Source: an optimization exercise on an open RTL-to-GDS flow (aim: small area, a short achievable clock period and few clock cycles per item). Production flows keep margins and buffers that such runs may drop. Where RTL was checked, it was by simulation tests only, not by an equivalence proof against the original. No functional check of the RTL was part of runs 1 and 3 to 6.

==> design.v <==
module modulo_sec#(
  parameter SIZE = 16,
  parameter CALCULATION_OUT = 1'b0 )(
  input clk,
  input rst,
  input [(SIZE-1):0] divident,
  input [(SIZE-1):0] divisor,
  input start,
  output done,
  output [(SIZE-1):0] remainder);
  localparam CW = 4;   
  function [3:0] lzc;
    input [15:0] v;
    reg [3:0] z;
    reg [1:0] lz0, lz1, lz2, lz3, hi;
    begin
      z[3] = ~|v[15:12]; z[2] = ~|v[11:8]; z[1] = ~|v[7:4]; z[0] = ~|v[3:0];
      lz3 = {~v[15] & ~v[14], ~v[15] & (v[14] | ~v[13])};
      lz2 = {~v[11] & ~v[10], ~v[11] & (v[10] | ~v[9])};
      lz1 = {~v[7] & ~v[6], ~v[7] & (v[6] | ~v[5])};
      lz0 = {~v[3] & ~v[2], ~v[3] & (v[2] | ~v[1])};
      hi = {z[3] & z[2], z[3] & (~z[2] | z[1])};
      case (hi)
        2'd0: lzc = {hi, lz3};
        2'd1: lzc = {hi, lz2};
        2'd2: lzc = {hi, lz1};
        default: lzc = {hi, lz0};
      endcase
    end
  endfunction
  function [SIZE:0] sub_bk;
    input [SIZE-1:0] x, y;
    reg [SIZE-1:0] g, p, gn, pn;
    integer i, j, l;
    begin
      for (i = 0; i < SIZE; i = i + 1) begin
        g[i] = ~x[i] & y[i];
        p[i] = ~(x[i] ^ y[i]);
      end
      for (l = 0; (1 << l) < SIZE; l = l + 1) begin
        gn = g; pn = p;
        for (i = 0; i < SIZE; i = i + 1)
          if (((i + 1) % (2 << l)) == 0) begin
            j = i - (1 << l);
            gn[i] = g[i] | (p[i] & g[j]);
            pn[i] = p[i] & p[j];
          end
        g = gn; p = pn;
      end
      for (l = CW - 2; l >= 0; l = l - 1) begin
        gn = g; pn = p;
        for (i = 0; i < SIZE; i = i + 1)
          if (((i + 1) % (2 << l)) == (1 << l) && i > (1 << l)) begin
            j = i - (1 << l);
            gn[i] = g[i] | (p[i] & g[j]);
            pn[i] = p[i] & p[j];
          end
        g = gn; p = pn;
      end
      sub_bk[SIZE] = g[SIZE-1];
      sub_bk[0] = x[0] ^ y[0];
      for (i = 1; i < SIZE; i = i + 1)
        sub_bk[i] = g[i-1] ? (x[i] ~^ y[i]) : (x[i] ^ y[i]);
    end
  endfunction
  function [CW:0] sub_sel;
    input [CW-1:0] x, y;
    reg [CW:0] bw;
    integer k;
    begin
      bw[0] = 1'b0;
      for (k = 0; k < CW; k = k + 1) begin
        sub_sel[k] = bw[k] ? (x[k] ~^ y[k]) : (x[k] ^ y[k]);
        bw[k+1] = (~x[k] & y[k]) | (~(x[k] ^ y[k]) & bw[k]);
      end
      sub_sel[CW] = bw[CW];
    end
  endfunction
  reg idle, align;
  reg [SIZE-1:0] rem_reg, div_reg;
  reg [CW-1:0] cnt;
  assign done = idle;
  assign remainder = rem_reg;
  wire [CW-1:0] lz_a = lzc(divident);
  wire [CW-1:0] lz_b = lzc(divisor);
  wire [CW:0] shift = sub_sel(lz_b, lz_a);
  wire [SIZE:0] diff = sub_bk(rem_reg, div_reg);
  always @(posedge clk) begin
    if (idle) begin
      if (start)
        rem_reg <= divident;
      div_reg <= divisor;
      cnt <= shift[CW-1:0];
      align <= lz_a != lz_b;
    end else begin
      if (align)
        div_reg <= div_reg << cnt;
      else begin
        if (~diff[SIZE])
          rem_reg <= diff[SIZE-1:0];
        div_reg <= div_reg >> 1;
      end
      cnt <= cnt - {{(CW-1){1'b0}}, ~align};
      align <= 1'b0;
    end
  end
  always @(posedge clk or posedge rst) begin
    if (rst)
      idle <= 1'b1;
    else if (idle)
      idle <= ~start | (lz_a > lz_b);
    else if (~align)
      idle <= ~|cnt;
  end
endmodule
==> flow/run.sh <==
#!/bin/bash
# The standard layout, with plain buf_1 cells (not delay cells) as the port
# buffers and no dummy loads in the clock tree.
set -euo pipefail
bash standard.sh BUFFER_PORTS_ARGS="-buffer_cell sky130_fd_sc_hd__buf_1" \
  CTS_ARGS="-sink_clustering_enable -repair_clock_nets -dont_use_dummy_load" \
  finish > standard.log 2>&1
==> standard.sh <==
#!/bin/bash
# synth_recipe.tcl (not shown) runs the flow's synth.tcl, then flattens the netlist and writes it again
# the make line also repeats each setting of config.mk as NAME=value (left out here)
make -C /OpenROAD-flow-scripts/flow DESIGN_CONFIG=/design/flow/config.mk WORK_HOME=/design/flow/orfs CLKGATE_MAP_FILE= SYNTH_SCRIPT=/design/flow/synth_recipe.tcl "${@:-finish}"
==> config.mk <==
export PLATFORM = sky130hd
export DESIGN_NAME = modulo_sec
export DESIGN_NICKNAME = modulo_sec
export VERILOG_FILES = /design/flow/design.v
export SDC_FILE = /design/flow/constraint.sdc
export NUM_CORES = 4
export LEC_CHECK = 0
export ABC_AREA = 1
export CAP_MARGIN = 20
export CORE_MARGIN = 2
export CORE_UTILIZATION = 40
export SETUP_SLACK_MARGIN = 1.5
export SLEW_MARGIN = 20
==> constraint.sdc <==
create_clock -name core_clock -period 4.0 [get_ports {clk}]
set_input_delay 0.8000 -clock core_clock [delete_from_list [all_inputs] [get_ports {clk}]]
set_output_delay 0.8000 -clock core_clock [all_outputs]
set_load 0.01 [all_outputs]
==> summary.txt, run 1 <==
Outcome
  – Status: finished clean

Timing
  – Final Max Tran Viols: 0
  – Setup-failing EPs final: 0
  – Clock Skews: 17.6 ps
  – Period utilisation layout: 62.4%
  – Hold Vio Cnt, Final: 0
  – FMAX: 0.401 GHz
  – RSZ-0062 raised after global routing: yes
  – Setup TNS: 0 ps
  – Final min period: 2490 ps
  – Final setup margin: 1510 ps
  – Relative slew slack: 32.7%
  – Slew @ Worst Pin: 1010 ps

Clock network
  – Clock sink count: 38
  – Clk root buf: clkbuf_8
  – Skew-Pair Late Insertion Delay: 300 ps
  – CTS tree: done
  – # H-tree levels: 2
  – CTS Buffer Depth: 2
  – Num CTS Buffers: 5
  – Reg clk slew, reported paths: 70 ps

Logic synthesis
  – Register area share after synthesis: 29.7%
  – Mapped Area: 3190 um^2
  – Main combinational cell family by area after synthesis: simple AND/OR/NAND/NOR gates
  – Synth area leaders: edfxtp_1 17%, nand2_1 14%, dfxtp_1 12%
  – Post-synthesis mux area share: 0%
  – Synth top area share: 16.9%
  – Leading area contributor after synthesis: edfxtp_1
  – Distinct cell type count after synthesis: 40
  – Syn Nets: 545
  – Ys Warns: 1
  – Post-Synth Simple-Gate Area: 28.8%
  – Compound-cell area share of the yosys netlist: 19.8%
  – Syn avg cell area: 6.56 um^2
  – Post-Synth XOR/XNOR Area: 0.274%
  – FF+latch count, synth: 38
  – Synth Area in Adders: 9.01%
  – Post-Syn Instances: 487

Routing
  – DR vias: 3,250
  – DR vias/cell: 5.13
  – Starting DRT DRC Count: 194
  – Drt wl/cell: 14.5 um
  – First drt pass iteration count: 5
  – Routed wire length: 9180 um
  – Residual DRC: 0
  – Antenna viol nets, final: 0

Floorplan
  – Die ar.: 8720 um^2
  – Die height: 93.4 um
  – I/O Pins: 52
  – Cell row count: 32
  – Core area: 7730 um^2
  – Initial Util: 41.3%
  – Die Width: 93.4 um

Worst setup path
  – Cell at the slowest stage of the critical path: ha_4
  – Reg2Reg Depth: 5
  – Worst Path Arrival: 2730 ps
  – Worst R2R Setup Slack: 1700 ps
  – WP buf/inv: 5
  – Crit Path Max Fanout: 3
  – Kind of cell adding the most delay to the critical path: compound AO/OA/AOI/OAI gates
  – Crit. End Element: flip-flop
  – Worst setup path category: in -> reg
  – CP Launch Type: input pin
  – Critical path's most frequent cell: nand2_1
  – Worst path cell trace: buf_6 -> nor2_4 -> inv_2 -> nor3_4 -> buf_4 -> o21ai_2 -> a32o_1 -> nand2_1 -> inv_2 -> ha_4 -> inv_4 -> o21ai_2 -> nand2_1 -> nand2_1 -> a21oi_2 -> o21ai_1 -> a22o_1
  – Critical Path Sink: idle
  – Data required time at the worst endpoint: 4230 ps
  – Stages on the worst setup path: 17
  – CP peak stage delay: 280 ps
  – Worst r2r src: cnt[0]
  – Critical Path Source: divident[10]
  – RR Endpoint: div_reg[15]

Placement
  – Port bufs: 51
  – Post-DP HPWL: 7280 um
  – Routability cong.: 0.990
  – Pre-CTS setup slack: 1010 ps

Global routing
  – GRT Util Overall: 22.1%
  – Vias in the first global route: 2,991
  – Grt ovf: 0
  – First-pass GRT wire length: 14,800 um
  – Initial antenna violation count: 0
  – Pin count of the biggest net entering global routing: 36

Cells and area
  – Filler cells: 852
  – Nets: 592
  – FF+latch area: 947 um^2
  – Synthesis-to-finish area growth: 14.5%
  – Share of cells above drive strength 1: 10.5%
  – Area of the multi-input gates: 1950 um^2
  – Antenna Diode Count: 0

Min path
  – HP Class: in -> async

Flow run
  – Max-capacitance violation count: 0
[cells by family after synthesis]
group	after synthesis
AO/OA/AOI/OAI	108
AND/OR/NAND/NOR	215
flip-flops	38
adder cells (fa/ha/maj)	23
buffers and inverters	102
XOR/XNOR	1
[what timing repair did]
item                                    4_1_cts  5_1_grt
buffers inserted                              0        2
gates resized for setup                       5       34
endpoints found under the setup margin       18       21
hold buffers                                  0        0
pin swaps                                     0       11
[metrics by stage]
stage	std cells	utilization (%)	instance area, um^2	hold slack, ps
after global placement	627	44.7	3460	567
after global routing	634	47.3	3660	477
after CTS	632	45.8	3540	466
after detailed placement	627	44.7	3460	563
final	634	47.3	3660	470
after floorplan	487	-	3200	489
[worst register-to-register path: cells and delay by family (launching register included)]
kind | cells | cell delay [ps]
DFF | 1 | 890
and+or+nand+nor | 1 | 70
AOI/OAI and AO/OA | 4 | 1060
[layer usage]
layer	vias up	GRT usage [%]	wire [um]
li1	1675	-	-
met1	1449	30.7	4310
met2	109	34.1	4010
met3	17	3.87	585
met4	0	8.33	269
met5	-	0	0
[cells in the mapped netlist, drive strengths merged]
| master | instances |
|---|---|
| inv | 88 |
| nand2 | 135 |
| o211ai | 5 |
| ha | 23 |
| edfxtp | 18 |
| dfstp | 1 |
| o21bai | 3 |
| xor2 | 1 |
| o2111ai | 2 |
| or2 | 5 |
| a31oi | 9 |
| a22o | 1 |
| clkbuf | 7 |
| o21ai | 48 |
| a22oi | 1 |
| nor3 | 8 |
| nand3 | 14 |
| a21o | 1 |
| a21oi | 27 |
| buf | 7 |
| nor2 | 51 |
| o22a | 1 |
| o32ai | 1 |
| a32o | 1 |
| o221ai | 7 |
| o22ai | 1 |
| nor4 | 1 |
| dfxtp | 19 |
| and2 | 1 |
[final cells by class]
type                       count  share of cell area (%)
multi-input combinational    347                    53.4
inverter                      88                    9.10
tap                          102                    3.49
sequential                    38                    25.9
timing repair buffer          54                    6.26
clock buffer                   5                    1.88
[how the worst min path moves through the flow]
stage                           from         end  slack, ps  cells after the start
after floorplan           div_reg[1]  div_reg[0]        490                      2
after global placement    div_reg[1]  div_reg[0]        570                      2
after detailed placement  div_reg[1]  div_reg[0]        560                      2
after CTS                        rst        idle        470                      2
after global routing             rst        idle        480                      2
final                            rst        idle        470                      2
[layout by cell type (no fill, tap or decap), types with 3 or more instances in the layout]
master	instances
o21ai_1	6
a21oi_1	23
ha_1	22
buf_4	3
a21oi_2	3
dfxtp_1	19
edfxtp_1	18
clkbuf_8	5
inv_1	82
nand2_1	117
nand3_1	13
nor3_1	3
o211ai_1	5
nand2_2	16
inv_2	5
nor2_1	47
o221ai_1	7
o21ai_0	40
buf_1	49
or2_1	3
nor3_4	3
a31oi_1	9
==> run 2: changes to the inputs <==
--- a/design.v
+++ b/design.v
@@ -91,24 +91,22 @@
         rem_reg <= divident;
       div_reg <= divisor;
       cnt <= shift[CW-1:0];
-      align <= lz_a != lz_b;
+      align <= |shift[CW-1:0];
+    end else if (align) begin
+      div_reg <= div_reg << cnt;
+      align <= 1'b0;
     end else begin
-      if (align)
-        div_reg <= div_reg << cnt;
-      else begin
-        if (~diff[SIZE])
-          rem_reg <= diff[SIZE-1:0];
-        div_reg <= div_reg >> 1;
-      end
-      cnt <= cnt - {{(CW-1){1'b0}}, ~align};
-      align <= 1'b0;
+      if (~diff[SIZE])
+        rem_reg <= diff[SIZE-1:0];
+      div_reg <= div_reg >> 1;
+      cnt <= cnt - 1'b1;
     end
   end
   always @(posedge clk or posedge rst) begin
     if (rst)
       idle <= 1'b1;
     else if (idle)
-      idle <= ~start | (lz_a > lz_b);
+      idle <= ~start | shift[CW];
     else if (~align)
       idle <= ~|cnt;
   end
==> flow/run.sh (replaced) <==
#!/bin/bash
# The standard layout, with plain buf_1 cells (not delay cells) as the port
# buffers, and a clock tree of large buffers without dummy loads.
set -euo pipefail
bash standard.sh BUFFER_PORTS_ARGS="-buffer_cell sky130_fd_sc_hd__buf_1" \
  CTS_ARGS="-sink_clustering_enable -repair_clock_nets -dont_use_dummy_load -buf_list sky130_fd_sc_hd__clkbuf_16 -root_buf sky130_fd_sc_hd__clkbuf_16" \
  finish > standard.log 2>&1
==> summary.txt, run 2 <==
Logic synthesis
  – Top_reg_cell synth: edfxtp_1 (was dfxtp_1)
  – Leading area contributor after synthesis: edfxtp_1 (unchanged)
  – Ys Warns: 1 (unchanged)
  – Synth top area share: 20.7% (was 16.9%)
  – Mapped Area: 3190 um^2 (about the same)
  – Post-synthesis mux area share: 0.628% (was 0%)
  – Post-Synth XOR/XNOR Area: 0.825% (was 0.274%)
  – Syn avg cell area: 6.91 um^2 (was 6.56 um^2)
  – Top-count cell post-synth: nand2_1 (unchanged)
  – Main combinational cell family by area after synthesis: simple AND/OR/NAND/NOR gates (unchanged)
  – Synth async-reset ratio: 2.63% (unchanged)
  – Post-Synth Simple-Gate Area: 26.6% (was 28.8%)
  – Synth Area in Adders: 8.64% (was 9.01%)
  – Register area share after synthesis: 31.0% (was 29.7%)
  – Compound-cell area share of the yosys netlist: 20.5% (was 19.8%)
  – Synth area leaders: edfxtp_1 21%, nand2_1 13%, dfxtp_1 9.4% (was edfxtp_1 17%, nand2_1 14%, dfxtp_1 12%)
  – Count of flip-flops with a built-in enable after synthesis: 22 (was 18)
  – Syn Nets: 518 (was 545)
  – Post-synth top cells: 108 x nand2_1, 73 x inv_1, 39 x nor2_1 (was 119 x nand2_1, 87 x inv_1, 49 x nor2_1)
  – FF+latch count, synth: 38 (unchanged)
  – Post-Syn Instances: 461 (was 487)
  – Distinct cell type count after synthesis: 42 (was 40)

Timing
  – Relative slew slack: 56.8% (was 32.7%)
  – Hold Vio Cnt, Final: 0 (unchanged)
  – Final Max Tran Viols: 0 (unchanged)
  – Setup-failing EPs final: 0 (unchanged)
  – RSZ-0062 raised after global routing: yes (unchanged)
  – Final setup margin: 1530 ps (was 1510 ps)
  – Setup TNS: 0 ps (unchanged)
  – Slew @ Worst Pin: 648 ps (was 1010 ps)
  – FMAX: 0.404 GHz (was 0.401 GHz)
  – Period utilisation layout: 61.8% (was 62.4%)
  – Final min period: 2470 ps (was 2490 ps)
  – Clock Skews: 7.35 ps (was 17.6 ps)

Cells and area
  – Share of cells above drive strength 1: 16.4% (was 10.5%)
  – Synthesis-to-finish area growth: 20.2% (was 14.5%)
  – Cell Count, Final, Fillers Out: 619 (was 634)
  – Nets: 576 (was 592)
  – Most frequent cells in the layout: 105 x nand2_1, 68 x inv_1, 40 x buf_1 (was 117 x nand2_1, 82 x inv_1, 49 x buf_1)
  – Antenna Diode Count: 0 (unchanged)
  – Most common cell after layout, fill and taps aside: nand2_1 (unchanged)

Worst setup path
  – Crit. End Element: flip-flop (unchanged)
  – CP Launch Type: input pin (unchanged)
  – Worst path cell trace: buf_6 -> nor2_4 -> inv_2 -> nor3_4 -> buf_4 -> buf_4 -> buf_4 -> buf_4 -> buf_4 -> a21oi_2 -> ha_1 -> or2_2 -> nand2_2 -> nor3_1 -> o21ai_0 (was buf_6 -> nor2_4 -> inv_2 -> nor3_4 -> buf_4 -> o21ai_2 -> a32o_1 -> nand2_1 -> inv_2 -> ha_4 -> inv_4 -> o21ai_2 -> nand2_1 -> nand2_1 -> a21oi_2 -> o21ai_1 -> a22o_1)
  – Worst setup path category: in -> reg (unchanged)
  – Data required time at the worst endpoint: 4200 ps (was 4230 ps)
  – Cell at the slowest stage of the critical path: ha_1 (was ha_4)
  – Critical path's most frequent cell: buf_4 (was nand2_1)
  – Worst Path Arrival: 2670 ps (was 2730 ps)
  – Crit Path Max Fanout: 3 (unchanged)
  – CP peak stage delay: 320 ps (was 280 ps)

Global routing
  – GR Util met1: 31.6% (was 30.7%)
  – Pin count of the biggest net entering global routing: 30 (was 36)
  – GRT Util Overall: 22.4% (was 22.1%)
  – Vias in the first global route: 3,027 (was 2,991)
  – First-pass GRT wire length: 15,000 um (was 14,800 um)
  – Initial antenna violation count: 0 (unchanged)
  – M3 GR Usage: 4.03% (was 3.87%)
  – Grt met2 use: 34.1% (unchanged)
  – Grt ovf: 0 (unchanged)
  – Gr busiest metal: met2 (unchanged)

Floorplan
  – Initial Util: 41.2% (was 41.3%)
  – Die Width: 93.2 um (was 93.4 um)
  – Cell row count: 32 (unchanged)
  – Core area: 7730 um^2 (unchanged)
  – Die ar.: 8690 um^2 (was 8720 um^2)
  – Die height: 93.2 um (was 93.4 um)
  – I/O Pins: 52 (unchanged)

Clock network
  – # H-tree levels: 2 (unchanged)
  – CTS tree: done (unchanged)
  – Num CTS Buffers: 5 (unchanged)
  – Clock sink count: 38 (unchanged)
  – Clk root buf: clkbuf_16 (was clkbuf_8)
  – Hold_buf cts: 0 (unchanged)
  – Skew-Pair Late Insertion Delay: 280 ps (was 300 ps)
  – CTS Buffer Depth: 2 (unchanged)
  – Reg clk slew, reported paths: 60 ps (was 70 ps)

Routing
  – DR vias: 3,291 (was 3,250)
  – Residual DRC: 0 (unchanged)
  – Starting DRT DRC Count: 243 (was 194)
  – Antenna viol nets, final: 0 (unchanged)
  – First drt pass iteration count: 5 (unchanged)
  – DR vias/cell: 5.32 (was 5.13)
  – Drt wl/cell: 15.8 um (was 14.5 um)
  – Routed wire length: 9760 um (was 9180 um)

Placement
  – Pre-CTS setup slack: 1170 ps (was 1010 ps)
  – Post-DP HPWL: 7340 um (was 7280 um)
  – Port bufs: 51 (unchanged)
  – Dpl cells: 601 (was 627)
  – Routability cong.: 0.922 (was 0.990)

Flow run
  – Max-capacitance violation count: 0 (unchanged)

Outcome
  – Status: finished clean (unchanged)

Min path
  – HP Class: in -> async (unchanged)
## run 2: cell types whose count changed after synthesis, moves of 4 or more
| cell | previous run | this run |
|---|---|---|
| a21oi_1 | 26 | 20 |
| dfxtp_1 | 19 | 15 |
| edfxtp_1 | 18 | 22 |
| inv_1 | 87 | 73 |
| nand2_1 | 119 | 108 |
| nor2_1 | 49 | 39 |
| o21ai_0 | 44 | 35 |
| o21ai_1 | 4 | 13 |
## run 2: critical path, delay by kind of cell
kind                     cells  cell delay [ps]
AO/OA/AOI/OAI                2              210
AND/OR/NAND/NOR              5              690
adder cells (fa/ha/maj)      1              320
buffers and inverters        7              660
## run 2: per-layer routing
metal	up-vias	wire length, um
met4	0	282
met5	-	0
met1	1484	4470
met3	22	762
li1	1641	-
met2	144	4250
## run 2: logic make-up after synthesis
group | Yosys count
AND/OR/NAND/NOR | 195
adder cells (fa/ha/maj) | 22
multiplexers | 2
buffers and inverters | 92
XOR/XNOR | 3
AO/OA/AOI/OAI | 109
flip-flops | 38
## run 2: final timing paths
check | startpoint | end | slack (ps) | cells after the start
worst max-delay path | divident[10] | align | 1530 | 15
worst min-delay path | rst | idle | 500 | 2
worst max register to register | rem_reg[3] | rem_reg[0] | 1680 | 16
worst min register to register | cnt[3] | idle | 570 | 1
max in group asynchronous | rst | idle | 3480 | 2
min in group core_clock | cnt[3] | idle | 570 | 1
## run 2: layout make-up
type	count	area, um^2
tap	102	128
timing repair buffer	67	368
fill	806	3900
inverter	76	285
multi-input combinational	331	1940
clock buffer	5	125
sequential	38	987
## run 2: what timing repair did
item | 4_1_cts | 5_1_grt
endpoints found under the setup margin | 1 | 22
resized for setup | 12 | 48
gates cloned | 0 | 1
pin swaps | 10 | 26
buffers inserted | 8 | 4
## run 2: metrics by stage
step	util, %	hold WS [ps]	area, um^2
after floorplan	-	489	3200
after global placement	44.6	538	3450
after detailed placement	44.6	558	3450
after CTS	47.6	503	3670
after global routing	49.5	530	3830
final	49.5	502	3830
Testbench counts of run 2, summed over its fixed seeds: cycles 6,344, items 1,280.
==> run 3: changes to the inputs <==
--- a/design.v
+++ b/design.v
@@ -76,7 +76,7 @@
       sub_sel[CW] = bw[CW];
     end
   endfunction
-  reg idle, align;
+  reg idle, busy, align;   
   reg [SIZE-1:0] rem_reg, div_reg;
   reg [CW-1:0] cnt;
   assign done = idle;
@@ -86,7 +86,7 @@
   wire [CW:0] shift = sub_sel(lz_b, lz_a);
   wire [SIZE:0] diff = sub_bk(rem_reg, div_reg);
   always @(posedge clk) begin
-    if (idle) begin
+    if (~busy) begin
       if (start)
         rem_reg <= divident;
       div_reg <= divisor;
@@ -103,11 +103,15 @@
     end
   end
   always @(posedge clk or posedge rst) begin
-    if (rst)
+    if (rst) begin
       idle <= 1'b1;
-    else if (idle)
+      busy <= 1'b0;
+    end else if (~busy) begin
       idle <= ~start | shift[CW];
-    else if (~align)
+      busy <= start & ~shift[CW];
+    end else if (~align) begin
       idle <= ~|cnt;
+      busy <= |cnt;
+    end
   end
 endmodule
==> flow/run.sh (replaced) <==
#!/bin/bash
# The standard layout, with plain buf_1 cells (not delay cells) as the port
# buffers and no dummy loads in the clock tree.
set -euo pipefail
bash standard.sh BUFFER_PORTS_ARGS="-buffer_cell sky130_fd_sc_hd__buf_1" \
  CTS_ARGS="-sink_clustering_enable -repair_clock_nets -dont_use_dummy_load" \
  finish > standard.log 2>&1
--- a/config.mk
+++ b/config.mk
@@ -9,5 +9,5 @@
 export CAP_MARGIN = 20
 export CORE_MARGIN = 2
 export CORE_UTILIZATION = 40
-export SETUP_SLACK_MARGIN = 1.5
+export SETUP_SLACK_MARGIN = 1.6
 export SLEW_MARGIN = 20
==> summary.txt, run 3 <==
Timing
  – Hold Vio Cnt, Final: 0 (unchanged)
  – RSZ-0062 raised after global routing: yes (unchanged)
  – Relative slew slack: 59.6% (was 56.8%)
  – Clock Skews: 19.7 ps (was 7.35 ps)
  – Setup-failing EPs final: 0 (unchanged)
  – Period utilisation layout: 62.8% (was 61.8%)
  – Final Max Tran Viols: 0 (unchanged)
  – Setup TNS: 0 ps (unchanged)
  – Slew @ Worst Pin: 606 ps (was 648 ps)
  – Final setup margin: 1490 ps (was 1530 ps)
  – Final min period: 2510 ps (was 2470 ps)
  – Hold Slack: 322 ps (was 502 ps)
  – FMAX: 0.398 GHz (was 0.404 GHz)

Clock network
  – Clock sink count: 39 (was 38)
  – CTS tree: done (unchanged)
  – Num CTS Buffers: 5 (unchanged)
  – Skew-Pair Late Insertion Delay: 300 ps (was 280 ps)
  – # H-tree levels: 2 (unchanged)
  – CTS Buffer Depth: 2 (unchanged)
  – Reg clk slew, reported paths: 60 ps (about the same)
  – Hold_buf cts: 0 (unchanged)
  – Clk root buf: clkbuf_8 (was clkbuf_16)

Worst setup path
  – Worst R2R Setup Slack: 1790 ps (was 1680 ps)
  – CP peak stage delay: 290 ps (was 320 ps)
  – Reg2Reg Depth: 15 (was 16)
  – Data required time at the worst endpoint: 4030 ps (was 4200 ps)
  – Crit. End Element: flip-flop (unchanged)
  – Crit Path Max Fanout: 3 (unchanged)
  – Worst path cell trace: buf_1 -> nor2_4 -> nand2_1 -> nor2_1 -> inv_1 -> nor3_4 -> a221oi_4 -> ha_4 -> nand2_2 -> nand2_2 -> nand2_2 -> nand2_1 -> nor2_1 -> o21ai_2 -> o21ai_1 (was buf_6 -> nor2_4 -> inv_2 -> nor3_4 -> buf_4 -> buf_4 -> buf_4 -> buf_4 -> buf_4 -> a21oi_2 -> ha_1 -> or2_2 -> nand2_2 -> nor3_1 -> o21ai_0)
  – Kind of cell adding the most delay to the critical path: simple AND/OR/NAND/NOR gates (unchanged)
  – Cell at the slowest stage of the critical path: ha_4 (was ha_1)
  – WP buf/inv: 2 (was 7)
  – Worst Path Arrival: 2540 ps (was 2670 ps)
  – RR Endpoint: rem_reg[15] (was rem_reg[0])
  – Worst r2r src: rem_reg[3] (unchanged)
  – Critical path's most frequent cell: nand2_2 (was buf_4)
  – CP Launch Type: input pin (unchanged)
  – Worst setup path category: in -> reg (unchanged)

Logic synthesis
  – Post-Synth Simple-Gate Area: 26.2% (was 26.6%)
  – Synth area leaders: edfxtp_1 21%, nand2_1 14%, dfxtp_1 9.4% (was edfxtp_1 21%, nand2_1 13%, dfxtp_1 9.4%)
  – Post-Synth XOR/XNOR Area: 2.47% (was 0.825%)
  – Post-Syn Instances: 462 (was 461)
  – Mapped Area: 3190 um^2 (about the same)
  – Post-synth top cells: 117 x nand2_1, 69 x inv_1, 40 x o21ai_0 (was 108 x nand2_1, 73 x inv_1, 39 x nor2_1)
  – Top_reg_cell synth: edfxtp_1 (unchanged)
  – Distinct cell type count after synthesis: 43 (was 42)
  – Top-count cell post-synth: nand2_1 (unchanged)
  – Leading area contributor after synthesis: edfxtp_1 (unchanged)
  – Count of flip-flops with a built-in enable after synthesis: 22 (unchanged)
  – Post-synthesis mux area share: 0.628% (about the same)
  – Synth top area share: 20.7% (about the same)
  – Syn avg cell area: 6.90 um^2 (was 6.91 um^2)
  – Synth async-reset ratio: 5.13% (was 2.63%)
  – Synth Area in Adders: 8.64% (about the same)
  – Syn Nets: 519 (was 518)
  – Main combinational cell family by area after synthesis: simple AND/OR/NAND/NOR gates (unchanged)
  – FF+latch count, synth: 39 (was 38)
  – Register area share after synthesis: 31.8% (was 31.0%)
  – Compound-cell area share of the yosys netlist: 19.0% (was 20.5%)
  – Ys Warns: 1 (unchanged)

Floorplan
  – Initial Util: 41.2% (about the same)
  – Cell row count: 32 (unchanged)
  – Die height: 93.3 um (was 93.2 um)
  – Core area: 7730 um^2 (unchanged)
  – Die Width: 93.3 um (was 93.2 um)
  – Die ar.: 8700 um^2 (was 8690 um^2)
  – I/O Pins: 52 (unchanged)

Global routing
  – Vias in the first global route: 3,002 (was 3,027)
  – First-pass GRT wire length: 14,800 um (was 15,000 um)
  – Initial antenna violation count: 0 (unchanged)
  – Grt ovf: 0 (unchanged)
  – Pin count of the biggest net entering global routing: 36 (was 30)
  – GRT Util Overall: 22.2% (was 22.4%)

Cells and area
  – FF+latch area: 1010 um^2 (was 987 um^2)
  – Final instance area: 3790 um^2 (was 3830 um^2)
  – Nets: 571 (was 576)
  – Most frequent cells in the layout: 112 x nand2_1, 67 x inv_1, 41 x buf_1 (was 105 x nand2_1, 68 x inv_1, 40 x buf_1)
  – Synthesis-to-finish area growth: 18.9% (was 20.2%)
  – Share of cells above drive strength 1: 15.8% (was 16.4%)
  – Most common cell after layout, fill and taps aside: nand2_1 (unchanged)
  – Filler cells: 785 (was 806)
  – Antenna Diode Count: 0 (unchanged)
  – Area of the multi-input gates: 2020 um^2 (was 1940 um^2)

Outcome
  – Status: finished clean (unchanged)

Routing
  – Routed wire length: 9690 um (was 9760 um)
  – First drt pass iteration count: 5 (unchanged)
  – Antenna viol nets, final: 0 (unchanged)
  – DR vias/cell: 5.21 (was 5.32)
  – Residual DRC: 0 (unchanged)
  – DR vias: 3,198 (was 3,291)
  – Starting DRT DRC Count: 298 (was 243)
  – Drt wl/cell: 15.8 um (about the same)

Flow run
  – Max-capacitance violation count: 0 (unchanged)

Placement
  – Area post-placement: 3450 um^2 (about the same)
  – Routability cong.: 0.930 (was 0.922)
  – Post-DP HPWL: 7220 um (was 7340 um)
  – Port bufs: 51 (unchanged)
  – Pre-CTS setup slack: 932 ps (was 1170 ps)

Min path
  – HP Class: in -> async (unchanged)
run 3: layout make-up:
type | instances | share of cell area, %
clock buffer | 5 | 1.82
inverter | 73 | 7.23
multi-input combinational | 335 | 53.3
sequential | 39 | 26.7
tap | 102 | 3.37
timing repair buffer | 60 | 7.56
run 3: cells by family (layout without fill, tap and decap cells):
kind of cell | count (synthesis) | after routing
and+or+nand+nor | 197 | 198
adders and majority gates | 22 | 22
muxes | 2 | 2
xor gates and xnor gates | 9 | 9
buffers and inverters | 89 | 138
DFF | 39 | 39
AOI/OAI and AO/OA | 104 | 104
run 3: metrics by stage:
stage               cells  utilization, %
floorplan             462               -
global placement      601            44.6
detailed placement    601            44.6
CTS                   609            46.8
global route          614            49.0
finish                614            49.0
run 3: per-layer routing:
metal	wire length, um	global-route usage (%)	part of all wire [%]
met1	4490	30.5	46
met2	4350	36.1	45
met3	717	4.75	7.4
met4	135	4.53	1.4
met5	0	0	0
run 3: how the worst max path moves through the flow:
stage                  from      to  slack, ps  cells after the start
3_5_place_dp   divident[11]    idle        930                     15
5_1_grt        divident[10]  cnt[3]       1380                     15
6_report        divisor[14]  cnt[3]       1490                     15
3_3_place_gp   divident[11]    idle       1020                     15
4_1_cts         divident[6]  cnt[3]       1530                     19
2_1_floorplan    divisor[6]  cnt[3]       1390                     13
run 3: repair_timing:
action,4_1_cts,5_1_grt
gates resized for setup,23,38
pin swaps,6,20
setup endpoints to repair,22,24
buffers inserted,3,4
gates cloned,0,1
==> run 4: changes to the inputs <==
--- a/design.v
+++ b/design.v
@@ -65,18 +65,30 @@
   endfunction
   function [CW:0] sub_sel;
     input [CW-1:0] x, y;
+    reg [CW-1:0] g, p;
     reg [CW:0] bw;
-    integer k;
+    integer k, l, m;
+    reg term;
     begin
-      bw[0] = 1'b0;
       for (k = 0; k < CW; k = k + 1) begin
-        sub_sel[k] = bw[k] ? (x[k] ~^ y[k]) : (x[k] ^ y[k]);
-        bw[k+1] = (~x[k] & y[k]) | (~(x[k] ^ y[k]) & bw[k]);
+        g[k] = ~x[k] & y[k];
+        p[k] = ~(x[k] ^ y[k]);
       end
+      for (k = 0; k <= CW; k = k + 1) begin
+        bw[k] = 1'b0;
+        for (m = 0; m < k; m = m + 1) begin
+          term = g[m];
+          for (l = m + 1; l < k; l = l + 1)
+            term = term & p[l];
+          bw[k] = bw[k] | term;
+        end
+      end
+      for (k = 0; k < CW; k = k + 1)
+        sub_sel[k] = bw[k] ? ~(x[k] ^ y[k]) : (x[k] ^ y[k]);
       sub_sel[CW] = bw[CW];
     end
   endfunction
-  reg idle, busy, align;   
+  reg idle, align;
   reg [SIZE-1:0] rem_reg, div_reg;
   reg [CW-1:0] cnt;
   assign done = idle;
@@ -86,7 +98,7 @@
   wire [CW:0] shift = sub_sel(lz_b, lz_a);
   wire [SIZE:0] diff = sub_bk(rem_reg, div_reg);
   always @(posedge clk) begin
-    if (~busy) begin
+    if (idle) begin
       if (start)
         rem_reg <= divident;
       div_reg <= divisor;
@@ -103,15 +115,11 @@
     end
   end
   always @(posedge clk or posedge rst) begin
-    if (rst) begin
+    if (rst)
       idle <= 1'b1;
-      busy <= 1'b0;
-    end else if (~busy) begin
+    else if (idle)
       idle <= ~start | shift[CW];
-      busy <= start & ~shift[CW];
-    end else if (~align) begin
+    else if (~align)
       idle <= ~|cnt;
-      busy <= |cnt;
-    end
   end
 endmodule
--- a/config.mk
+++ b/config.mk
@@ -9,5 +9,5 @@
 export CAP_MARGIN = 20
 export CORE_MARGIN = 2
 export CORE_UTILIZATION = 40
-export SETUP_SLACK_MARGIN = 1.6
+export SETUP_SLACK_MARGIN = 1.65
 export SLEW_MARGIN = 20
==> summary.txt, run 4 <==
Outcome
  – Status: finished clean (unchanged)

Timing
  – Slew @ Worst Pin: 572 ps (was 606 ps)
  – Setup-failing EPs final: 0 (unchanged)
  – Period utilisation layout: 66.2% (was 62.8%)
  – Setup TNS: 0 ps (unchanged)
  – FMAX: 0.377 GHz (was 0.398 GHz)
  – Clock Skews: 13.4 ps (was 19.7 ps)
  – Final Max Tran Viols: 0 (unchanged)
  – Hold Vio Cnt, Final: 0 (unchanged)
  – Relative slew slack: 61.5% (was 59.6%)
  – Hold Slack: 488 ps (was 322 ps)
  – RSZ-0062 raised after global routing: yes (unchanged)
  – Final min period: 2650 ps (was 2510 ps)

Logic synthesis
  – Synth Area in Adders: 9.58% (was 8.64%)
  – Distinct cell type count after synthesis: 43 (unchanged)
  – Leading area contributor after synthesis: edfxtp_1 (unchanged)
  – Syn avg cell area: 6.92 um^2 (was 6.90 um^2)
  – Post-synth top cells: 99 x nand2_1, 79 x inv_1, 37 x nor2_1 (was 117 x nand2_1, 69 x inv_1, 40 x o21ai_0)
  – Syn Nets: 523 (was 519)
  – Compound-cell area share of the yosys netlist: 19.7% (was 19.0%)
  – Post-Synth Simple-Gate Area: 26.4% (was 26.2%)
  – Post-synthesis mux area share: 0.623% (was 0.628%)
  – Count of flip-flops with a built-in enable after synthesis: 22 (unchanged)
  – Post-Syn Instances: 464 (was 462)
  – Ys Warns: 1 (unchanged)
  – Synth async-reset ratio: 2.63% (was 5.13%)
  – Main combinational cell family by area after synthesis: simple AND/OR/NAND/NOR gates (unchanged)
  – FF+latch count, synth: 38 (was 39)
  – Post-Synth XOR/XNOR Area: 0.818% (was 2.47%)
  – Register area share after synthesis: 30.7% (was 31.8%)
  – Top_reg_cell synth: edfxtp_1 (unchanged)
  – Mapped Area: 3210 um^2 (was 3190 um^2)
  – Synth area leaders: edfxtp_1 21%, nand2_1 12%, dfxtp_1 9.3% (was edfxtp_1 21%, nand2_1 14%, dfxtp_1 9.4%)
  – Synth top area share: 20.6% (was 20.7%)
  – Top-count cell post-synth: nand2_1 (unchanged)

Clock network
  – # H-tree levels: 2 (unchanged)
  – CTS Buffer Depth: 2 (unchanged)
  – Num CTS Buffers: 5 (unchanged)
  – CTS tree: done (unchanged)
  – Reg clk slew, reported paths: 70 ps (was 60 ps)
  – Clk root buf: clkbuf_8 (unchanged)
  – Skew-Pair Late Insertion Delay: 300 ps (about the same)
  – Clock sink count: 38 (was 39)

Worst setup path
  – Cell at the slowest stage of the critical path: ha_4 (unchanged)
  – WP buf/inv: 1 (was 2)
  – Kind of cell adding the most delay to the critical path: compound AO/OA/AOI/OAI gates (was simple AND/OR/NAND/NOR gates)
  – Crit Path Max Fanout: 3 (unchanged)
  – Worst setup path category: in -> reg (unchanged)
  – CP peak stage delay: 240 ps (was 290 ps)
  – CP Launch Type: input pin (unchanged)
  – Crit. End Element: flip-flop (unchanged)
  – Worst path cell trace: buf_1 -> nor2_2 -> nand2_1 -> nor2_4 -> a22o_1 -> a31oi_4 -> ha_4 -> ha_4 -> o21a_1 -> nor2_1 -> nor2_1 -> o21ai_1 -> nand2_1 (was buf_1 -> nor2_4 -> nand2_1 -> nor2_1 -> inv_1 -> nor3_4 -> a221oi_4 -> ha_4 -> nand2_2 -> nand2_2 -> nand2_2 -> nand2_1 -> nor2_1 -> o21ai_2 -> o21ai_1)
  – Worst Path Arrival: 2690 ps (was 2540 ps)
  – Data required time at the worst endpoint: 4040 ps (was 4030 ps)

Routing
  – First drt pass iteration count: 6 (was 5)
  – DR vias/cell: 5.27 (was 5.21)
  – Drt wl/cell: 15.6 um (was 15.8 um)
  – Routed wire length: 9830 um (was 9690 um)
  – Residual DRC: 0 (unchanged)
  – Antenna viol nets, final: 0 (unchanged)
  – DR vias: 3,328 (was 3,198)
  – Starting DRT DRC Count: 309 (was 298)

Floorplan
  – Die Width: 93.6 um (was 93.3 um)
  – I/O Pins: 52 (unchanged)
  – Cell row count: 32 (unchanged)
  – Die ar.: 8770 um^2 (was 8700 um^2)
  – Initial Util: 41.4% (was 41.2%)
  – Core area: 7770 um^2 (was 7730 um^2)
  – Die height: 93.6 um (was 93.3 um)

Cells and area
  – Antenna Diode Count: 0 (unchanged)
  – Share of cells above drive strength 1: 23.0% (was 15.8%)
  – Nets: 591 (was 571)
  – Most common cell after layout, fill and taps aside: nand2_1 (unchanged)
  – Filler cells: 764 (was 785)
  – Most frequent cells in the layout: 93 x nand2_1, 63 x inv_1, 41 x buf_1 (was 112 x nand2_1, 67 x inv_1, 41 x buf_1)
  – Final core occ: 53.3% (was 49.0%)
  – Synthesis-to-finish area growth: 28.9% (was 18.9%)

Global routing
  – First-pass GRT wire length: 15,200 um (was 14,800 um)
  – Pin count of the biggest net entering global routing: 33 (was 36)
  – Initial antenna violation count: 0 (unchanged)
  – Grt ovf: 0 (unchanged)
  – Vias in the first global route: 3,068 (was 3,002)
  – GRT Util Overall: 22.3% (was 22.2%)

Min path
  – HP Class: in -> async (unchanged)

Placement
  – Post-DP HPWL: 7240 um (was 7220 um)
  – Port bufs: 51 (unchanged)
  – Routability cong.: 0.935 (was 0.930)

Flow run
  – Max-capacitance violation count: 0 (unchanged)
-- run 4: layer usage --
metal	share of wire, %	vias up	GRT usage (%)
met2	45	132	34.0
met5	0	-	0
met4	1.3	0	5.92
met1	46	1511	32.1
met3	8.0	14	4.43
li1	-	1671	-
-- run 4: kinds of logic after synthesis --
family	after synthesis
buffers and inverters	97
AND/OR/NAND/NOR	193
multiplexers	2
XOR/XNOR	3
flip-flops	38
adder cells (fa/ha/maj)	24
AO/OA/AOI/OAI	107
-- run 4: path summary, 6_finish.rpt --
kind                              from     endpoint  slack, ps  cells past startpoint
setup / recovery           divisor[13]       cnt[3]       1350                     13
setup reg to reg                cnt[2]  div_reg[14]       1740                      5
hold / removal                     rst         idle        490                      2
min in group core_clock    div_reg[15]  div_reg[14]        580                      2
hold reg to reg            div_reg[15]  div_reg[14]        580                      2
max in group asynchronous          rst         idle       3490                      2
-- run 4: cell type report --
type | count | area, um^2 | share of cell area [%]
Multi-Input combinational cell | 329 | 2170 | 52.4
Sequential cell | 38 | 988 | 23.9
Timing Repair Buffer | 76 | 477 | 11.5
Inverter | 82 | 312 | 7.52
Tap cell | 102 | 128 | 3.08
Clock buffer | 5 | 68.8 | 1.66
-- run 4: stage by stage --
stage | setup WS [ps] | area (um^2) | std cells
2_1_floorplan | 1340 | 3250 | 464
3_3_place_gp | 1030 | 3500 | 604
3_5_place_dp | 985 | 3500 | 604
4_1_cts | 1360 | 3760 | 622
5_1_grt | 1240 | 4140 | 632
6_report | 1350 | 4140 | 632
-- run 4: what timing repair did --
action,4_1_cts,5_1_grt
resized for setup,22,77
pin swaps,5,16
setup buffers,13,9
hold buffers,0,0
endpoints found under the hold margin,0,0
endpoints found under the setup margin,21,26
cloned,0,1
==> run 5: changes to the inputs <==
--- a/config.mk
+++ b/config.mk
@@ -9,5 +9,5 @@
 export CAP_MARGIN = 20
 export CORE_MARGIN = 2
 export CORE_UTILIZATION = 40
-export SETUP_SLACK_MARGIN = 1.65
+export SETUP_SLACK_MARGIN = 1.5
 export SLEW_MARGIN = 20
==> summary.txt, run 5 <==
Logic synthesis
  – Synth async-reset ratio: 2.63% (unchanged)
  – Syn avg cell area: 6.92 um^2 (unchanged)
  – Leading area contributor after synthesis: edfxtp_1 (unchanged)
  – Count of flip-flops with a built-in enable after synthesis: 22 (unchanged)
  – Top_reg_cell synth: edfxtp_1 (unchanged)
  – Syn Nets: 523 (unchanged)
  – Synth top area share: 20.6% (unchanged)
  – Ys Warns: 1 (unchanged)
  – Mapped Area: 3210 um^2 (unchanged)
  – Post-Syn Instances: 464 (unchanged)
  – FF+latch count, synth: 38 (unchanged)
  – Top-count cell post-synth: nand2_1 (unchanged)
  – Distinct cell type count after synthesis: 43 (unchanged)
  – Synth area leaders: edfxtp_1 21%, nand2_1 12%, dfxtp_1 9.3% (unchanged)
  – Post-synth top cells: 99 x nand2_1, 79 x inv_1, 37 x nor2_1 (unchanged)
  – Register area share after synthesis: 30.7% (unchanged)

Clock network
  – Num CTS Buffers: 5 (unchanged)
  – Reg clk slew, reported paths: 80 ps (was 70 ps)
  – CTS tree: done (unchanged)
  – Clock sink count: 38 (unchanged)
  – CTS Buffer Depth: 2 (unchanged)
  – Clk root buf: clkbuf_8 (unchanged)
  – # H-tree levels: 2 (unchanged)
  – Skew-Pair Late Insertion Delay: 300 ps (about the same)

Timing
  – Period utilisation layout: 66.8% (was 66.2%)
  – Final min period: 2670 ps (was 2650 ps)
  – Final Max Tran Viols: 0 (unchanged)
  – FMAX: 0.374 GHz (was 0.377 GHz)
  – Clock Skews: 13.2 ps (was 13.4 ps)
  – Hold Vio Cnt, Final: 0 (unchanged)
  – Relative slew slack: 39.2% (was 61.5%)
  – Setup-failing EPs final: 0 (unchanged)
  – Setup TNS: 0 ps (unchanged)
  – Slew @ Worst Pin: 911 ps (was 572 ps)
  – RSZ-0062 raised after global routing: yes (unchanged)

Global routing
  – GR Util met1: 31.6% (was 32.1%)
  – Grt ovf: 0 (unchanged)
  – GRT Util Overall: 22.3% (about the same)
  – Gr busiest metal: met2 (unchanged)
  – Vias in the first global route: 3,083 (was 3,068)
  – First-pass GRT wire length: 15,100 um (was 15,200 um)
  – Initial antenna violation count: 0 (unchanged)
  – Grt met2 use: 36.0% (was 34.0%)
  – M3 GR Usage: 2.98% (was 4.43%)
  – Pin count of the biggest net entering global routing: 35 (was 33)

Routing
  – DR vias: 3,323 (was 3,328)
  – Starting DRT DRC Count: 225 (was 309)
  – Drt wl/cell: 15.4 um (was 15.6 um)
  – First drt pass iteration count: 5 (was 6)
  – DR vias/cell: 5.28 (was 5.27)
  – Residual DRC: 0 (unchanged)
  – Routed wire length: 9720 um (was 9830 um)
  – Antenna viol nets, final: 0 (unchanged)

Worst setup path
  – Worst R2R Setup Slack: 1640 ps (was 1740 ps)
  – Reg2Reg Depth: 5 (unchanged)
  – Cell at the slowest stage of the critical path: ha_1 (was ha_4)
  – Worst path cell trace: buf_8 -> nor2_4 -> inv_2 -> nor3_2 -> buf_4 -> o21ai_2 -> a32o_1 -> nand2_1 -> inv_1 -> ha_1 -> ha_2 -> o21a_1 -> nor2_1 -> nor2_1 -> o21ai_1 -> nand2_1 (was buf_1 -> nor2_2 -> nand2_1 -> nor2_4 -> a22o_1 -> a31oi_4 -> ha_4 -> ha_4 -> o21a_1 -> nor2_1 -> nor2_1 -> o21ai_1 -> nand2_1)
  – Worst Path Arrival: 2730 ps (was 2690 ps)
  – Data required time at the worst endpoint: 4050 ps (was 4040 ps)
  – CP Launch Type: input pin (unchanged)
  – CP peak stage delay: 270 ps (was 240 ps)
  – Crit. End Element: flip-flop (unchanged)
  – Crit Path Max Fanout: 2 (was 3)
  – Stages on the worst setup path: 16 (was 13)
  – WP buf/inv: 4 (was 1)
  – Kind of cell adding the most delay to the critical path: compound AO/OA/AOI/OAI gates (unchanged)
  – Worst setup path category: in -> reg (unchanged)

Floorplan
  – Die Width: 93.6 um (unchanged)
  – I/O Pins: 52 (unchanged)
  – Die ar.: 8770 um^2 (unchanged)
  – Cell row count: 32 (unchanged)
  – Die height: 93.6 um (unchanged)
  – Core area: 7770 um^2 (unchanged)
  – Initial Util: 41.4% (unchanged)

Flow run
  – Max-capacitance violation count: 0 (unchanged)

Placement
  – Routability cong.: 0.921 (was 0.935)
  – Post-DP HPWL: 7390 um (was 7240 um)
  – Dpl cells: 606 (was 604)
  – Port bufs: 51 (unchanged)

Min path
  – HP Class: in -> async (unchanged)

Cells and area
  – Cell Count, Final, Fillers Out: 629 (was 632)
  – Most common cell after layout, fill and taps aside: nand2_1 (unchanged)
  – Nets: 588 (was 591)
  – Antenna Diode Count: 0 (unchanged)
  – Share of cells above drive strength 1: 16.5% (was 23.0%)
  – Synthesis-to-finish area growth: 20.7% (was 28.9%)
  – Most frequent cells in the layout: 97 x nand2_1, 73 x inv_1, 44 x buf_1 (was 93 x nand2_1, 63 x inv_1, 41 x buf_1)
  – Filler cells: 834 (was 764)

Outcome
  – Status: finished clean (unchanged)
run 5: worst register-to-register path, stage by stage, from the launching register on:
cell and delay, ps:
edfxtp_1 660, clkinv_1 580, o21ai_0 620, o21ai_1 130, nand2_1 90, nand2_1 50
run 5: cell families after synthesis:
group           share of synthesized area, %
simple gates                            26.4
buf+inv                                 12.1
fa+ha+maj                               9.58
compound gates                          19.7
mux                                    0.623
xor+xnor                               0.818
flops                                   30.7
run 5: final timing paths:
kind                                    from          end
worst max-delay path            divident[11]       cnt[3]
max in group asynchronous                rst         idle
worst min register to register    div_reg[1]   div_reg[0]
min in group core_clock           div_reg[1]   div_reg[0]
worst max register to register        cnt[2]  div_reg[14]
worst min-delay path                     rst         idle
run 5: what timing repair did:
item	in CTS	in global routing
hold buffers	0	0
gates resized for setup	26	28
setup endpoints to repair	5	15
buffers inserted	16	1
pin swaps	7	9
cloned	0	1
run 5: layer usage:
layer	vias up	wire length, um
li1	1664	-
met1	1505	4500
met2	140	4370
met3	14	713
met4	0	123
met5	-	0
run 5: through the flow:
| step | hold slack, ps | instance area, um^2 | setup WS (ps) | utilization [%] |
|---|---|---|---|---|
| final | 502 | 3880 | 1330 | 49.9 |
| after global placement | 582 | 3520 | 990 | 45.3 |
| after detailed placement | 576 | 3520 | 931 | 45.3 |
| after floorplan | 497 | 3250 | 1340 | - |
| after CTS | 503 | 3780 | 1360 | 48.6 |
| after global routing | 516 | 3880 | 1170 | 49.9 |
run 5: final cells by class:
cell class | instances | area, um^2 | share of cell area, %
multi-input cells | 329 | 1980 | 51.0
flip-flops and latches | 38 | 987 | 25.5
repair buffers | 73 | 409 | 10.5
inverters | 82 | 308 | 7.94
well taps | 102 | 128 | 3.29
clock buffers | 5 | 68.8 | 1.77
==> run 6: changes to the inputs <==
==> design.v (replaced) <==
module modulo_sec#(
  parameter SIZE = 16,
  parameter CALCULATION_OUT = 1'b0 )(
  input clk,
  input rst,
  input [(SIZE-1):0] divident,
  input [(SIZE-1):0] divisor,
  input start,
  output done,
  output [(SIZE-1):0] remainder);
  localparam CW = $clog2(SIZE);
  localparam STEPS = 2;
  function [CW-1:0] lzc;
    input [SIZE-1:0] v;
    integer i;
    begin
      lzc = SIZE-1;
      for (i = 0; i < SIZE; i = i + 1)
        if (v[i]) lzc = SIZE-1-i;
    end
  endfunction
  reg busy;
  reg [SIZE-1:0] rem_reg, div_reg;
  reg [CW-1:0] cnt;   
  assign done = ~busy;
  assign remainder = rem_reg;
  wire [CW-1:0] lz_a = lzc(divident);
  wire [CW-1:0] lz_b = lzc(divisor);
  wire [CW:0] shift = {1'b0, lz_b} - {1'b0, lz_a};
  reg [SIZE-1:0] r [0:STEPS];
  reg [SIZE:0] diff;
  integer j;
  always @(*) begin
    r[0] = rem_reg;
    for (j = 0; j < STEPS; j = j + 1) begin
      diff = {1'b0, r[j]} - {1'b0, div_reg >> j};
      r[j+1] = (~diff[SIZE] && cnt >= j) ? diff[SIZE-1:0] : r[j];
    end
  end
  always @(posedge clk) begin
    if (busy) begin
      rem_reg <= r[STEPS];
      div_reg <= div_reg >> STEPS;
      cnt <= cnt - STEPS;
    end else begin
      if (start)
        rem_reg <= divident;
      div_reg <= divisor << shift[CW-1:0];
      cnt <= shift[CW-1:0];
    end
  end
  always @(posedge clk or posedge rst) begin
    if (rst)
      busy <= 1'b0;
    else if (busy)
      busy <= (cnt >= STEPS);
    else
      busy <= start & ~shift[CW];
  end
endmodule
==> run.sh (new file) <==
#!/bin/bash
# synth_recipe.tcl (not shown) runs the flow's synth.tcl, then flattens the netlist and writes it again
# the make line also repeats each setting of config.mk as NAME=value (left out here)
make -C /OpenROAD-flow-scripts/flow DESIGN_CONFIG=/design/flow/config.mk WORK_HOME=/design/flow/orfs CLKGATE_MAP_FILE= SYNTH_SCRIPT=/design/flow/synth_recipe.tcl finish
--- a/config.mk
+++ b/config.mk
@@ -5,9 +5,7 @@
 export SDC_FILE = /design/flow/constraint.sdc
 export NUM_CORES = 4
 export LEC_CHECK = 0
-export ABC_AREA = 1
 export CAP_MARGIN = 20
 export CORE_MARGIN = 2
 export CORE_UTILIZATION = 40
-export SETUP_SLACK_MARGIN = 1.5
 export SLEW_MARGIN = 20
removed: flow/run.sh
removed: standard.sh
==> summary.txt, run 6 <==
Outcome
  – Status: finished with violations (was finished clean)
  – SO Faults: setup timing

Routing
  – DR vias: 4,554 (was 3,323)
  – Drt wl/cell: 15.6 um (was 15.4 um)
  – Routed wire length: 13,500 um (was 9720 um)
  – DR vias/cell: 5.26 (was 5.28)
  – First drt pass iteration count: 4 (was 5)
  – Residual DRC: 0 (unchanged)
  – Starting DRT DRC Count: 316 (was 225)
  – Antenna viol nets, final: 0 (unchanged)

Logic synthesis
  – FF+latch count, synth: 37 (was 38)
  – Post-synth top cells: 63 x a21oi_1, 49 x nor2_1, 40 x nand2_1 (was 99 x nand2_1, 79 x inv_1, 37 x nor2_1)
  – Post-Syn Instances: 506 (was 464)
  – Distinct cell type count after synthesis: 59 (was 43)
  – Synth async-reset ratio: 2.70% (was 2.63%)
  – Syn avg cell area: 8.06 um^2 (was 6.92 um^2)
  – Synth area leaders: edfxtp_1 13%, ha_1 11%, dfxtp_1 9.3% (was edfxtp_1 21%, nand2_1 12%, dfxtp_1 9.3%)
  – Ys Warns: 2 (was 1)
  – Syn Nets: 580 (was 523)
  – Count of flip-flops with a built-in enable after synthesis: 17 (was 22)
  – Mapped Area: 4080 um^2 (was 3210 um^2)
  – Top-count cell post-synth: a21oi_1 (was nand2_1)
  – Synth top area share: 12.5% (was 20.6%)
  – Register area share after synthesis: 22.5% (was 30.7%)
  – Top_reg_cell synth: dfxtp_1 (was edfxtp_1)
  – Leading area contributor after synthesis: edfxtp_1 (unchanged)

Timing
  – Slew @ Worst Pin: 641 ps (was 911 ps)
  – Final min period: 4750 ps (was 2670 ps)
  – Setup-failing EPs final: 16 (was 0)
  – Final Max Tran Viols: 0 (unchanged)
  – FMAX: 0.210 GHz (was 0.374 GHz)
  – Final setup margin: -751 ps (was 1330 ps)
  – Relative slew slack: 57.3% (was 39.2%)
  – RSZ-0062 raised after global routing: yes (unchanged)
  – Clock Skews: 6.58 ps (was 13.2 ps)
  – Hold Slack: 493 ps (was 502 ps)
  – Period utilisation layout: 119% (was 66.8%)
  – Hold Vio Cnt, Final: 0 (unchanged)

Worst setup path
  – Data required time at the worst endpoint: 4030 ps (was 4050 ps)
  – Crit Path Max Fanout: 5 (was 2)
  – CP peak stage delay: 400 ps (was 270 ps)
  – Critical Path Source: rem_reg[0] (was divident[11])
  – Worst setup path category: reg -> reg (was in -> reg)
  – CP Launch Type: flip-flop (was input pin)
  – Kind of cell adding the most delay to the critical path: compound AO/OA/AOI/OAI gates (unchanged)
  – Crit. End Element: flip-flop (unchanged)
  – WP buf/inv: 3 (was 4)
  – Worst Path Arrival: 4780 ps (was 2730 ps)
  – Worst path cell trace: inv_1 -> ha_2 -> fa_2 -> and2b_1 -> o31ai_2 -> a21oi_2 -> a21boi_2 -> o21ai_2 -> nand2_1 -> o21ai_2 -> ha_2 -> inv_2 -> fa_2 -> a21oi_2 -> o211ai_1 -> o311ai_2 -> a21oi_1 -> or2_1 -> a21o_1 -> o21ba_4 -> buf_12 -> mux2i_1 -> a21oi_1 (was buf_8 -> nor2_4 -> inv_2 -> nor3_2 -> buf_4 -> o21ai_2 -> a32o_1 -> nand2_1 -> inv_1 -> ha_1 -> ha_2 -> o21a_1 -> nor2_1 -> nor2_1 -> o21ai_1 -> nand2_1)
  – Cell at the slowest stage of the critical path: fa_2 (was ha_1)
  – Worst r2r src: rem_reg[0] (was cnt[2])

Min path
  – Hold Crit Start: div_reg[15]
  – HP Class: reg -> reg (was in -> async)

Cells and area
  – Antenna Diode Count: 0 (unchanged)
  – Most common cell after layout, fill and taps aside: buf_4 (was nand2_1)
  – Filler cells: 851 (was 834)
  – Final instance area: 6440 um^2 (was 3880 um^2)
  – Most frequent cells in the layout: 177 x buf_4, 51 x a21oi_1, 50 x clkdlybuf4s50_1 (was 97 x nand2_1, 73 x inv_1, 44 x buf_1)
  – Share of cells above drive strength 1: 34.7% (was 16.5%)
  – Nets: 805 (was 588)
  – Synthesis-to-finish area growth: 58.0% (was 20.7%)

Clock network
  – Clock sink count: 37 (was 38)
  – Reg clk slew, reported paths: 80 ps (about the same)
  – Skew-Pair Late Insertion Delay: 310 ps (was 300 ps)
  – CTS Buffer Depth: 2 (unchanged)
  – Clk root buf: clkbuf_8 (unchanged)
  – Num CTS Buffers: 5 (unchanged)
  – # H-tree levels: 2 (unchanged)
  – CTS tree: done (unchanged)

Floorplan
  – Die ar.: 11,000 um^2 (was 8770 um^2)
  – Die Width: 105 um (was 93.6 um)
  – Die height: 105 um (was 93.6 um)
  – Initial Util: 41.5% (was 41.4%)
  – I/O Pins: 52 (unchanged)
  – Cell row count: 36 (was 32)
  – Core area: 9820 um^2 (was 7770 um^2)

Placement
  – Post-DP HPWL: 10,400 um (was 7390 um)
  – Routability cong.: 0.944 (was 0.921)
  – Area post-placement: 5870 um^2 (was 3520 um^2)
  – Port bufs: 51 (unchanged)

Global routing
  – Pin count of the biggest net entering global routing: 64 (was 35)
  – GRT Util Overall: 23.7% (was 22.3%)
  – Grt ovf: 0 (unchanged)
  – First-pass GRT wire length: 20,900 um (was 15,100 um)
  – Initial antenna violation count: 0 (unchanged)
  – Vias in the first global route: 4,468 (was 3,083)

Flow run
  – Max-capacitance violation count: 0 (unchanged)
run 6: cell types whose count changed in the layout (fill, tap and decap cells not counted), moves of 34 or more:
cell and delta:
buf_4 +158, nand2_1 -57, clkdlybuf4s50_1 +50, buf_1 -44, inv_1 -39, a21oi_1 +34
run 6: layer usage:
layer | global-route usage [%] | share of wire (%) | vias up
met1 | 27.9 | 41 | 2106
met2 | 43.7 | 51 | 114
met5 | 0 | 0 | -
met4 | 8.19 | 2.8 | 0
met3 | 3.18 | 4.5 | 27
li1 | - | - | 2307
run 6: worst paths after layout:
path / endpoint / slack (ps) / cells past startpoint
worst max-delay path: rem_reg[3] / -750 / 23
worst min-delay path: div_reg[13] / 490 / 2
worst max register to register: rem_reg[3] / -750 / 23
worst min register to register: div_reg[13] / 490 / 2
max in group asynchronous: busy / 3290 / 2
min in group asynchronous: busy / 610 / 2
run 6: cell families after synthesis:
logic type / Yosys count / synth area share, %
compound gates: 169 / 27.2
simple gates: 145 / 16.4
buf+inv: 56 / 5.74
fa+ha+maj: 39 / 12.5
flops: 37 / 22.5
mux: 35 / 10.4
xor+xnor: 25 / 5.37
run 6: worst min-delay path, cell delays in order (launching register included):
cell and delay, ps:
dfxtp_1 350, nand2_1 50, o21ai_0 60
run 6: layout make-up:
class | instances | area (um^2) | area share, %
Clock inverter | 1 | 7.51 | 0.117
Inverter | 38 | 143 | 2.21
Clock buffer | 7 | 108 | 1.67
Timing Repair Buffer | 236 | 1970 | 30.6
Tap cell | 133 | 166 | 2.58
Sequential cell | 37 | 917 | 14.2
Multi-Input combinational cell | 413 | 3130 | 48.6
run 6: stage by stage:
step / cells / setup WS, ps / util [%] / TNS (ps)
floorplan: 506 / -555 / - / -7450
global placement: 826 / -642 / 59.8 / -13330
detailed placement: 826 / -804 / 59.8 / -16060
CTS: 853 / -708 / 63.2 / -10200
global route: 865 / -959 / 65.6 / -15000
finish: 865 / -751 / 65.6 / -10510
run 6: timing repair:
action	CTS	global route
endpoints found under the hold margin	0	0
gates resized for setup	13	38
hold buffers	0	0
setup buffers	17	13
pin swaps	16	21
gates cloned	2	0
setup endpoints to repair	24	28

## static timing again, ports no longer ideal
Ports are ideal in the flow. The routed layouts listed here were re-timed in OpenROAD.
Step 1 (the two cells are an assumption about what drives the block):
set clk [get_ports {clk}]
set_driving_cell -lib_cell sky130_fd_sc_hd__clkbuf_16 $clk
set_driving_cell -lib_cell sky130_fd_sc_hd__buf_2 [delete_from_list [all_inputs] $clk]
Step 2, shift: input delay + t, output delay - t, t = (earliest + latest rising clock arrival at the registers) / 2. This alone moves slack from input paths to output paths.
Three values: no drivers, after step 1, after step 2; two values: the first two.
| run | t (ns) | setup slack, ns | latest minus earliest clock arrival (ns) | worst data-port slew with drivers (ns) |
|---|---|---|---|---|
| run 1 | 0.325 | 1.506 / 1.507 / 1.182 | 0.018 / 0.017 | 0.05 |
| run 2 | 0.314 | 1.526 / 1.529 / 1.215 | 0.008 / 0.007 | 0.05 |
| run 3 | 0.322 | 1.489 / 1.497 / 1.175 | 0.019 / 0.020 | 0.05 |
| run 4 | 0.327 | 1.350 / 1.357 / 1.030 | 0.013 / 0.013 | 0.05 |
| run 5 | 0.326 | 1.328 / 1.315 / 0.989 | 0.013 / 0.013 | 0.06 |
| run 6 | 0.340 | -0.751 / -0.751 / -0.751 | 0.007 / 0.007 | 0.04 |
The setup slack of run 5, which loses most, moves by -0.013 ns with the drivers and by -0.339 ns with both steps.
